This design comes from an exercise in tuning for small area, a short achievable clock period and few clock cycles on the open sky130 flow, not from production work. In this exercise RTL edits were held to simulation tests only and were not proved equivalent to the original. No activity file was given, so power comes from the tool's default toggle rates.

## run.sh

```bash
#!/bin/bash
# synth_recipe.tcl (not shown) runs the flow's synth.tcl, then flattens the netlist and writes it again
# the make line also repeats each setting of config.mk as NAME=value (left out here)
make -C /OpenROAD-flow-scripts/flow DESIGN_CONFIG=/design/flow/config.mk WORK_HOME=/design/flow/orfs CLKGATE_MAP_FILE= SYNTH_SCRIPT=/design/flow/synth_recipe.tcl finish
```

## config.mk

```make
export PLATFORM = sky130hd
export DESIGN_NAME = sc_core
export DESIGN_NICKNAME = sc_core
export VERILOG_FILES = /design/flow/design.v
export SDC_FILE = /design/flow/constraint.sdc
export NUM_CORES = 4
export LEC_CHECK = 0
export CAP_MARGIN = 20
export CORE_MARGIN = 2
export CORE_UTILIZATION = 40
export PLACE_DENSITY = 0.6
export SETUP_SLACK_MARGIN = 0.2
export SLEW_MARGIN = 20
```

## constraint.sdc

```tcl
create_clock -name core_clock -period 16.0 [get_ports {clk}]
set_input_delay 3.2000 -clock core_clock [delete_from_list [all_inputs] [get_ports {clk}]]
set_output_delay 3.2000 -clock core_clock [all_outputs]
set_load 0.01 [all_outputs]
```

## design.v

```verilog
typedef enum {OP, OPIMM, BRANCH, LUI, JAL, JALR, LOAD, STORE, AUIPC, NOP} IType;  
typedef enum {Add, Sub, And, Or, Xor, Slt, Sltu, Sll, Srl, Sra, NoAlu} AluFunc;  
typedef enum {Eq, Neq, Lt, Ltu, Ge, Geu, Dbr} BrFunc;  
`timescale 1ns / 1ps
`default_nettype none
module decode 
  (
    input wire [31:0] instruction_in,
    output logic [3:0] iType_out,
    output logic [3:0] aluFunc_out,
    output logic [2:0] brFunc_out,
    output logic signed [31:0] imm_out,
    output logic signed [4:0] rs1_out,
    output logic signed [4:0] rs2_out,
    output logic [4:0] rd_out
  );
  logic [6:0] opcode;
  logic [2:0] funct3;
  logic [6:0] funct7;
  logic [4:0] rs1;
  logic [4:0] rs2;
  logic [4:0] rd;
  logic signed [31:0] imm;  
  typedef enum {R, I, S, B, U, J, N} inst_types;
  inst_types inst_type;
  assign opcode = instruction_in[6:0];
  always_comb begin
    aluFunc_out = NoAlu;
    iType_out = NOP;
    if (opcode == 7'b0110011) begin  
      inst_type = R;
    end else if (opcode == 7'b0010011) begin  
      inst_type = I;
    end else if (opcode == 7'b0000011) begin  
      inst_type = I;
    end else if (opcode == 7'b0100011) begin  
      inst_type = S;
    end else if (opcode == 7'b1100011) begin  
      inst_type = B;
    end else if (opcode == 7'b1101111) begin  
      inst_type = J;
    end else if (opcode == 7'b1100111) begin  
      inst_type = I;
    end else if (opcode == 7'b0110111) begin  
      inst_type = U;
    end else if (opcode == 7'b0010111) begin  
      inst_type = U;
    end else if (opcode == 7'b1110011) begin  
      inst_type = I;
    end else begin
      inst_type = N;
    end
    if (inst_type == R) begin
     funct3 = instruction_in[14:12];
     funct7 = instruction_in[31:25];
     rs1 = instruction_in[19:15];
     rs2 = instruction_in[24:20];
     rd = instruction_in[11:7];
     imm = 0;
    end else if (inst_type == I) begin
     funct3 = instruction_in[14:12];
     funct7 = 0;
     rs1 = instruction_in[19:15];
     rs2 = 0;
     rd = instruction_in[11:7];
     imm = {20'b0, instruction_in[31:20]};
    end else if (inst_type == S) begin
     funct3 = instruction_in[14:12];
     funct7 = 0;
     rs1 = instruction_in[19:15];
     rs2 = instruction_in[24:20];
     rd = 0;
     imm = {20'b0, instruction_in[31:25], instruction_in[11:7]};
    end else if (inst_type == B) begin
     funct3 = instruction_in[14:12];
     funct7 = 0;
     rs1 = instruction_in[19:15];
     rs2 = instruction_in[24:20];
     rd = 0;
     imm = {19'b0, instruction_in[31], instruction_in[30:25], instruction_in[7], instruction_in[11:8], 1'b0};
    end else if (inst_type == U) begin
     funct3 = 0;
     funct7 = 0;
     rs1 = 0;
     rs2 = 0;
     rd = instruction_in[11:7];
     imm = {instruction_in[31:12], 12'b0};
    end else if (inst_type == J) begin
     funct3 = 0;
     funct7 = 0;
     rs1 = 0;
     rs2 = 0;
     rd = instruction_in[11:7];
     imm = instruction_in[31] == 1'b1 ? {11'b111_1111_1111, instruction_in[31], instruction_in[19:12], instruction_in[20], instruction_in[30:21], 1'b0} : {11'b000_0000_0000, instruction_in[31], instruction_in[19:12], instruction_in[20], instruction_in[30:21], 1'b0};
    end else begin  
      funct3 = 0;
      funct7 = 0;
      rs1 = 0;
      rs2 = 0;
      rd = 0;
      imm = 0;
    end
    imm_out = imm;
    rs1_out = rs1;
    rs2_out = rs2;
    rd_out = rd;
    if (inst_type == R) begin
      iType_out = OP;
      if (funct3 == 4'h0 && funct7 == 8'h00) begin
        aluFunc_out = Add;
      end else if (funct3 == 4'h0 && funct7 == 8'h20) begin
        aluFunc_out = Sub;
      end else if (funct3 == 4'h4 && funct7 == 8'h00) begin
        aluFunc_out = Xor;
      end else if (funct3 == 4'h6 && funct7 == 8'h00) begin
        aluFunc_out = Or;
      end else if (funct3 == 4'h7 && funct7 == 8'h00) begin
        aluFunc_out = And;
      end else if (funct3 == 4'h1 && funct7 == 8'h00) begin
        aluFunc_out = Sll;
      end else if (funct3 == 4'h5 && funct7 == 8'h00) begin
        aluFunc_out = Srl;
      end else if (funct3 == 4'h5 && funct7 == 8'h20) begin
        aluFunc_out = Sra;
      end else if (funct3 == 4'h2 && funct7 == 8'h00) begin
        aluFunc_out = Slt;
      end else if (funct3 == 4'h3 && funct7 == 8'h00) begin
        aluFunc_out = Sltu;
      end
    end else if (inst_type == I) begin
      iType_out = OPIMM;
      if (funct3 == 4'h0) begin
        aluFunc_out = Add;
      end else if (funct3 == 4'h4) begin
        aluFunc_out = Xor;
      end else if (funct3 == 4'h6) begin
        aluFunc_out = Or;
      end else if (funct3 == 4'h7) begin
        aluFunc_out = And;
      end else if (funct3 == 4'h1 && imm[11:5] == 8'h00) begin
        aluFunc_out = Sll;
      end else if (funct3 == 4'h5 && imm[11:5] == 8'h00) begin
        aluFunc_out = Srl;
      end else if (funct3 == 4'h5 && imm[11:5] == 8'h04) begin 
        aluFunc_out = Sra;
      end else if (funct3 == 4'h2) begin
        aluFunc_out = Slt;
      end else if (funct3 == 4'h3) begin
        aluFunc_out = Sltu;
      end
    end else begin
      aluFunc_out = NoAlu;
    end
    if (inst_type == B) begin
      iType_out = BRANCH;
      if (funct3 == 4'h0) begin
        brFunc_out = Eq;
      end else if (funct3 == 4'h1) begin
        brFunc_out = Neq;
      end else if (funct3 == 4'h4) begin
        brFunc_out = Lt;
      end else if (funct3 == 4'h5) begin
        brFunc_out = Ge;
      end else if (funct3 == 4'h6) begin
        brFunc_out = Ltu;
      end else if (funct3 == 4'h7) begin
        brFunc_out = Geu;
      end else begin
        brFunc_out = Dbr;  
      end
    end else begin
      brFunc_out = Dbr;
    end
    if (inst_type == U && opcode == 7'b0110111) begin
      iType_out = LUI;
    end else if (inst_type == J) begin
      iType_out = JAL;
    end else if (inst_type == I && opcode == 7'b1100111) begin
      iType_out = JALR;
    end else if (inst_type == I && opcode == 7'b0000011) begin
      iType_out = LOAD;
    end else if (inst_type == S) begin
      iType_out = STORE;
    end else if (inst_type == U && opcode == 7'b0010111) begin
      iType_out = AUIPC;
    end else if ((inst_type != R) && (inst_type != I) && (inst_type != B)) begin
      iType_out = NOP;
    end
  end
endmodule
`default_nettype wire
`timescale 1ns / 1ps
`default_nettype none
module alu(
    input wire signed [31:0] rval1_in,
    input wire signed [31:0] rval2_in,
    input wire [3:0] aluFunc_in,
    output logic signed [31:0] data_out
);
    logic [31:0] rval1_u, rval2_u;
    assign rval1_u = rval1_in;
    assign rval2_u = rval2_in;
    always_comb begin
        case (aluFunc_in)
            Add : data_out = rval1_in + rval2_in;
            Sub : data_out = rval1_in - rval2_in;
            And : data_out = rval1_in & rval2_in;
            Or  : data_out = rval1_in | rval2_in;
            Xor : data_out = rval1_in ^ rval2_in;
            Slt : data_out = (rval1_in < rval2_in) ? 1 : 0;  
            Sltu : data_out = (rval1_u < rval2_u) ? 1 : 0;
            Sll : data_out = (rval1_in << rval2_in);
            Srl : data_out = (rval1_in >>> rval2_in);  
            Sra : data_out = (rval1_in >> rval2_in);  
            default : data_out = 0;
        endcase
    end
endmodule  
`default_nettype wire
`timescale 1ns / 1ps
`default_nettype none
module branchAlu(
    input wire signed [31:0] rval1_in,
    input wire signed [31:0] rval2_in,
    input wire [2:0] brFunc_in,
    output logic bool_out
);
    logic [31:0] rval1_u, rval2_u;
    assign rval1_u = rval1_in;
    assign rval2_u = rval2_in;
    always_comb begin
        case (brFunc_in)
            Eq: bool_out = (rval1_in == rval2_in);
            Neq: bool_out = (rval1_in != rval2_in);
            Lt:  bool_out = (rval1_in < rval2_in);  
            Ltu: bool_out = (rval1_u < rval2_u);
            Ge:  bool_out = (rval1_in >= rval2_in);  
            Geu: bool_out = (rval1_u >= rval2_u);
            default: bool_out = 0;
        endcase
    end
endmodule  
`default_nettype wire
`timescale 1ns / 1ps
`default_nettype none
module execute(
        input wire [3:0] iType_in,
        input wire [3:0] aluFunc_in,
        input wire [2:0] brFunc_in,
        input wire signed [31:0] imm_in,
        input wire signed [31:0] pc_in,
        input wire signed [31:0] rval1_in,
        input wire signed [31:0] rval2_in,
        output logic signed [31:0] data_out,
        output logic signed [31:0] addr_out,
        output logic signed [31:0] nextPc_out
    );
    logic signed [31:0] alu_rval1, alu_rval2, alu_result;
    logic [31:0] nextPc_default;
    assign nextPc_default = pc_in + 4;
    assign alu_rval1 = rval1_in;
    assign alu_rval2 = (iType_in == OPIMM) ? imm_in : rval2_in;
    logic branch_res;
    always_comb begin
        if (iType_in == OP || iType_in == OPIMM) begin
            data_out = alu_result;
            nextPc_out = nextPc_default;
        end else if (iType_in == BRANCH) begin
            data_out = 0;
            nextPc_out = (branch_res) ? pc_in + imm_in : nextPc_default;
        end else if (iType_in == LUI) begin
            data_out = imm_in;
            nextPc_out = nextPc_default;
        end else if (iType_in == JAL) begin
            data_out = pc_in + 4;
            nextPc_out = pc_in + imm_in;
        end else if (iType_in == JALR) begin
            data_out = pc_in + 4;
            nextPc_out = (rval1_in + imm_in) & ~32'b1;
        end else if (iType_in == STORE) begin
            data_out = rval2_in;
            nextPc_out = nextPc_default;
        end else if (iType_in == AUIPC) begin
            data_out = pc_in + imm_in;
            nextPc_out = nextPc_default;
        end else begin
            data_out = 0;
            nextPc_out = nextPc_default;
        end
    end
    alu my_alu(
        .rval1_in(alu_rval1),
        .rval2_in(alu_rval2),
        .aluFunc_in(aluFunc_in),
        .data_out(alu_result)
    );
    branchAlu my_branchAlu(
    .rval1_in(alu_rval1),
    .rval2_in(alu_rval2),
    .brFunc_in(brFunc_in),
    .bool_out(branch_res)
    );
    assign addr_out = rval1_in + imm_in;
endmodule  
`default_nettype wire
`timescale 1ns / 1ps
`default_nettype none
module register_file
  (
    input wire clk_in,
    input wire pulse_in,
    input wire rst_in,
    input wire [4:0] rs1_in,
    input wire [4:0] rs2_in,
    input wire [4:0] wa_in,  
    input wire we_in,  
    input wire [31:0] wd_in,  
    output logic [31:0] rd1_out,
    output logic [31:0] rd2_out
  );
  logic [31:0] registers [31:0];  
  logic [31:0] a1;
  assign a1 = registers[11];
  always_ff @(posedge clk_in) begin
    if (rst_in) begin
      for(integer i=0; i<32; i=i+1) begin
        registers[i] <= 0;  
      end
    end else if (we_in) begin
      if (pulse_in) begin
        registers[wa_in] <= wd_in;
      end
    end
  end
always_comb begin
  rd1_out = registers[rs1_in];
  rd2_out = registers[rs2_in];
end
endmodule
`default_nettype wire
`timescale 1ns / 1ps
`default_nettype none
module sc_core(
  input wire clk,
  input wire rst,
  output logic [15:0] imem_addr,
  input wire [31:0] imem_rdata,
  output logic [6:0] dmem_addr,
  output logic dmem_we,
  output logic [31:0] dmem_wdata,
  input wire [31:0] dmem_rdata,
  output logic halted
);
  logic sys_rst;
  assign sys_rst = rst;
  logic signed [31:0] pc;
  logic [15:0] effective_pc;
  assign effective_pc = pc[17:2];  
  logic [31:0] inst_fetched;
  assign imem_addr = effective_pc;
  assign inst_fetched = imem_rdata;
  localparam PULSE_PERIOD = 5;
  logic [5:0] counter;
  logic single_cycle_pulse;
  always_ff @(posedge clk) begin
    if (sys_rst) begin
      pc <= 32'h0000_0000;
      counter <= 0;
      single_cycle_pulse <= 0;
    end else begin
      if (inst_fetched != 32'h00000000) begin
        if (counter == PULSE_PERIOD-1) begin
          single_cycle_pulse <= 1;
          counter <= 0;
        end else begin
          single_cycle_pulse <= 0;
          counter <= counter + 1;
        end
        if (single_cycle_pulse) begin
          pc <= nextPc;
        end
      end
    end
  end
  assign halted = (inst_fetched == 32'h00000000) && (pc > 0);
  logic[3:0] iType;
  logic[3:0] aluFunc;
  logic[2:0] brFunc;
  logic signed [31:0] imm;
  logic [4:0] rs1;
  logic [4:0] rs2;
  logic [4:0] rd;
  decode decoder(
    .instruction_in(inst_fetched),
    .iType_out(iType),
    .aluFunc_out(aluFunc),
    .brFunc_out(brFunc),
    .imm_out(imm),
    .rs1_out(rs1),
    .rs2_out(rs2),
    .rd_out(rd)
  );
  logic signed [31:0] rval1, rval2, wd;
  logic [4:0] wa;
  logic we;
  register_file registers(
    .clk_in(clk),
    .pulse_in(single_cycle_pulse),
    .rst_in(sys_rst),
    .rs1_in(rs1),
    .rs2_in(rs2),
    .wa_in(wa),
    .we_in(we),
    .wd_in(wd),
    .rd1_out(rval1),
    .rd2_out(rval2)
  );
  logic signed [31:0] result;
  logic signed [31:0] addr, nextPc;
  execute execute_module(
    .iType_in(iType),
    .aluFunc_in(aluFunc),
    .brFunc_in(brFunc),
    .imm_in(imm),
    .pc_in(pc),
    .rval1_in(rval1),
    .rval2_in(rval2),
    .data_out(result),
    .addr_out(addr),
    .nextPc_out(nextPc)
  );
  logic[31:0] mem_addr;
  logic[15:0] effective_mem_addr;
  logic signed [31:0] mem_output;
  logic writing;
  assign mem_addr = rval1 + imm;
  assign effective_mem_addr = mem_addr[13:2];
  assign writing = (iType == STORE && counter == 3) ? 1 : 0;
  assign dmem_addr = effective_mem_addr[6:0];
  assign dmem_we = writing;
  assign dmem_wdata = result;
  assign mem_output = dmem_rdata;
  assign wd = (iType == LOAD) ? mem_output : result;
  assign wa = rd;
  assign we = (iType != BRANCH) && (iType != STORE) && (rd != 0);
endmodule
`default_nettype wire
```

==> summary.md <==
| Metric | Value |
|---|---|
| Status | `timing/DRC/antenna clean` |
| Worst relative slew slack | `9.726%` |
| Critical Path AT | `12.55 ns` |
| Setup crit end kind | `output port` |
| First-pass GRT wire length | `~620000 um` |
| Vert. Die Dim | `434.8 um` |
| CTS hold repair buffers | `0` |
| Met3 GRT Util | `18.05%` |
| Synthesized area per cell | `9.261 um^2` |
| Main flop type after synthesis | `edfxtp_1` |
| Largest fanout on the critical path | `18` |
| Internal power | `5111 uW` |
| Post-layout min period | `15.75 ns` |
| Die X-Extent | `434.8 um` |
| EDFF count, synth | `1024` |
| Register share of total power | `42.1%` |
| Cell area after synthesis | `74230 um^2` |
| Yosys Warn Count | `6` |
| Synth top area cells | `edfxtp_1, nor2_1, mux2i_1` |
| # nets final | `8199` |
| Starting Density | `40.16%` |
| VDD IR-drop max | `about 100 uV` |
| Grt met1 use | `55.88%` |
| Distinct cells, synth | `between 100 and 150` |
| Total Routed Length | `468100 um` |
| Top cell type by total area after synthesis | `edfxtp_1` |
| Layout cells sized above 1 | `13.88%` |
| Routed via count | `79274` |
| XOR/XNOR share of the synthesized area | `between 1 and 1.5%` |
| Most common cell in the netlist | `nor2_1` |
| R2R Path Start | `registers.registers[9][5]` |
| Clk sink count | `1063` |
| Clock skew | `0.08298 ns` |
| GP Congestion | `1.063` |
| Layer carrying the most global-route usage | `met2` |
| Min-delay src | `counter[0]` |
| Slew Viols, Final | `0` |
| RSZ-0062 raised after global routing | `no` |
| Clk pwr share | `36.9%` |
| DRT iter0 DRCs | `16317` |
| PortBufs | `122` |
| Vias in the first global route | `72443` |
| Reg2reg setup slack | `a little under 8 ns` |
| Total gr overflow | `0` |
| Largest family of logic cells by synthesized area | `compound AO/OA/AOI/OAI gates` |
| Vias/cell | `roughly 7.5` |
| Root Driver | `clkbuf_16` |
| Tcrit/Tclk final | `around 100%` |
| Wirelength per Cell | `44.20 um` |
| Final setup viols | `0` |
| Initial antenna violation count | `45` |
| Synth Area in Compound Gates | `around 22%` |
| Startpoint class of the critical path | `primary input` |
| Drt drc | `0` |
| Pre-antenna DRT Iters | `12` |
| Synth cell count leaders | `nor2_1, edfxtp_1, nand2_1` |
| Total power | `7630 uW` |
| Synth top area share | `41.43%` |
| Seq cells post-synth | `1063` |
| Total CTS buffers | `between 100 and 150` |
| Pwr dens | `a little over 90 nW/um^2` |
| Sequential area share after synthesis | `42.48%` |
| CTS tree | `done` |
| Largest net degree at the start of global routing | `122` |
| Reg-to-Reg End | `registers.registers[10][31]` |
| Setup TNS | `0 ns` |
| Max Cap Viol | `0` |
| Worst Hold Endpoint | `counter[0]` |
| I/O pins | `123` |
| Critical path class | `primary input to output port` |
| Clock buffer depth | `3` |
| Die ar. | `about 190000 um^2` |
| HPWL after DPL | `312800 um` |
| Post-Synth Simple-Gate Area | `17.74%` |
| Layout area overhead | `12.47%` |
| Antenna-violating nets left | `0` |
| Req. time, crit path | `12.80 ns` |
| Core Footprint | `~180000 um^2` |
| Max frequency | `0.06348 GHz` |
| Sw Ratio | `33.01%` |
| LEAKAGE | `0.02869 uW` |
| Combinational power share | `between 20% and 30%` |
| Site Rows | `~160` |
| Mux share of post-synthesis cell area | `7.880%` |
| H-tree Lvls | `3` |
| Adder and majority cell fraction of the synthesized area | `2.822%` |
| Hold WC Path Type | `flip-flop to flip-flop` |
| Slew @ Worst Pin | `between 1 and 1.5 ns` |
| Mapped Cells | `between 8000 and 9000` |
| Reg2reg path depth | `26` |
| Final Hold Violating Endpoints | `0` |
| CTS clock-pin slew for the worst setup and hold paths | `approximately 0.050 ns` |
| Switching pwr | `around 2500 uW` |
| Hold path depth | `2` |
| GR Util met2 | `66.64%` |
| Worst-Skew Late Latency | `0.84 ns` |
| GRT Total Usage | `47.29%` |
| Fraction of registers with async set/reset | `0%` |
-- cell families (layout without fill, tap and decap cells) --
kind of cell,after synthesis,in the layout
simple gates,2939,2940
compound gates,2286,2286
flops,1063,1063
buf+inv,977,1001
mux,482,482
fa+ha+maj,165,165
xor+xnor,102,102
other cells,1,71
-- stage by stage --
step,instances,hold WS (ns),util [%],area [um^2],setup WS [ns]
3_3_place_gp,10320,0.4909,42.97,79430,0.5796
2_1_floorplan,8046,0.4745,-,74340,3.154
4_1_cts,10544,0.5123,45.07,83310,0.6621
6_report,10590,0.5100,45.17,83490,0.2479
3_5_place_dp,10322,0.5027,43.00,79480,0.7021
5_1_grt,10557,0.5257,45.12,83400,0.2276
-- worst max-delay path, cell delays in order --
cell and delay [ns]:
clkdlybuf4s50_1 0.73, nand4bb_4 0.69, buf_4 0.38, or3_2 0.81, buf_4 0.33, buf_4 0.22, o21ai_0 0.09, nand2_1 0.15
nor3_1 0.48, o41a_1 0.51, ha_1 0.36, nand2_1 0.22, nor3b_1 0.24, o41ai_1 0.15, a31oi_1 0.33, o2111ai_1 0.27
a2111oi_0 0.79, buf_4 0.24, nor3_1 0.07, o211ai_1 0.28, a311o_1 0.27, nor4_1 0.06, o21a_1 0.21, o41a_1 0.57
or2_2 0.36, clkdlybuf4s50_1 0.49
-- sequential cells by signal, indices dropped and copies added (netlist names) --
register	cells
registers.registers	1024
pc	32
counter	6
single_cycle_pulse	1
-- final cells by class --
type                       instances  area, um^2
antenna                           39       97.59
sequential                      1063       31530
inverter                         198       747.0
fill                           17767      101400
clock buffer                     143        3025
multi-input combinational       6007       39330
clock inverter                    79       808.3
tap                             2480        3103
timing repair buffer             581        4840
-- cells in the final DEF (no fill, tap or decap), types with 154 or more instances in the layout --
| cell type | count |
|---|---|
| nand3_1 | 156 |
| a21oi_1 | 418 |
| a221oi_1 | 219 |
| mux2i_1 | 291 |
| nand2_1 | 520 |
| o21ai_0 | 341 |
| ha_1 | 161 |
| nor2_1 | 1413 |
| edfxtp_1 | 1024 |
| nor3_1 | 244 |
| o22ai_1 | 154 |
| buf_4 | 447 |
| inv_1 | 182 |
-- worst max path at each step --
stage                                end  slack, ns           from  cells past startpoint
final                     dmem_wdata[31]       0.25  imem_rdata[2]                     26
after global routing      dmem_wdata[31]       0.23  imem_rdata[2]                     26
after CTS                 dmem_wdata[31]       0.66  imem_rdata[2]                     28
after detailed placement  dmem_wdata[31]       0.70  imem_rdata[2]                     28
after global placement    dmem_wdata[31]       0.58  imem_rdata[2]                     28
after floorplan           dmem_wdata[31]       3.15  imem_rdata[3]                     29
-- power by group through the flow --
stage	registers, uW	logic (uW)	clock network [uW]
finish	3210	1600	2810
global route	3220	1610	2890
detailed placement	3260	1490	0
floorplan	3230	821	0
CTS	3210	1500	2790
global placement	3260	1500	0
-- repair_timing --
action / in CTS / in global routing
buffers inserted: 0 / 6
hold endpoints to repair: 0 / 0
setup endpoints to repair: 0 / 1
resized for setup: 0 / 1
-- routing by layer --
layer	share of wire [%]	wire (um)	vias to the layer above
li1	-	-	30211
met1	33	155900	38277
met3	15	72060	2506
met5	0.050	232	-
met2	40	187800	8254
met4	11	52140	26
Testbench counts, summed over its fixed seeds: cycles 652,835.

## what the ideal ports hide
The results above use ideal ports. As a check the final layout listed here was re-extracted and re-timed, cells and wires unchanged. Step 1, drivers: a clkbuf_16 drives clk and a buf_2 each remaining input, both assumed. Step 2 moves the port delays by t, midway between the first and last clock arrival at a register: inputs arrive t later, outputs are due t later. That takes back most of the time a late clock gives input paths. a / b / c = no drivers / after step 1 / after step 2; a / b = the first two.
t (ns): 0.885
setup slack, ns: 0.248 / 0.221 / 0.221
hold slack, ns: 0.510 / 0.510 / 0.510
worst setup path after step 2: input to output
latest minus earliest clock arrival (ns): 0.083 / 0.083
After both steps setup and hold are still met in this run. The setup slack of this run moves by -0.027 ns with the drivers and by -0.027 ns with both steps.
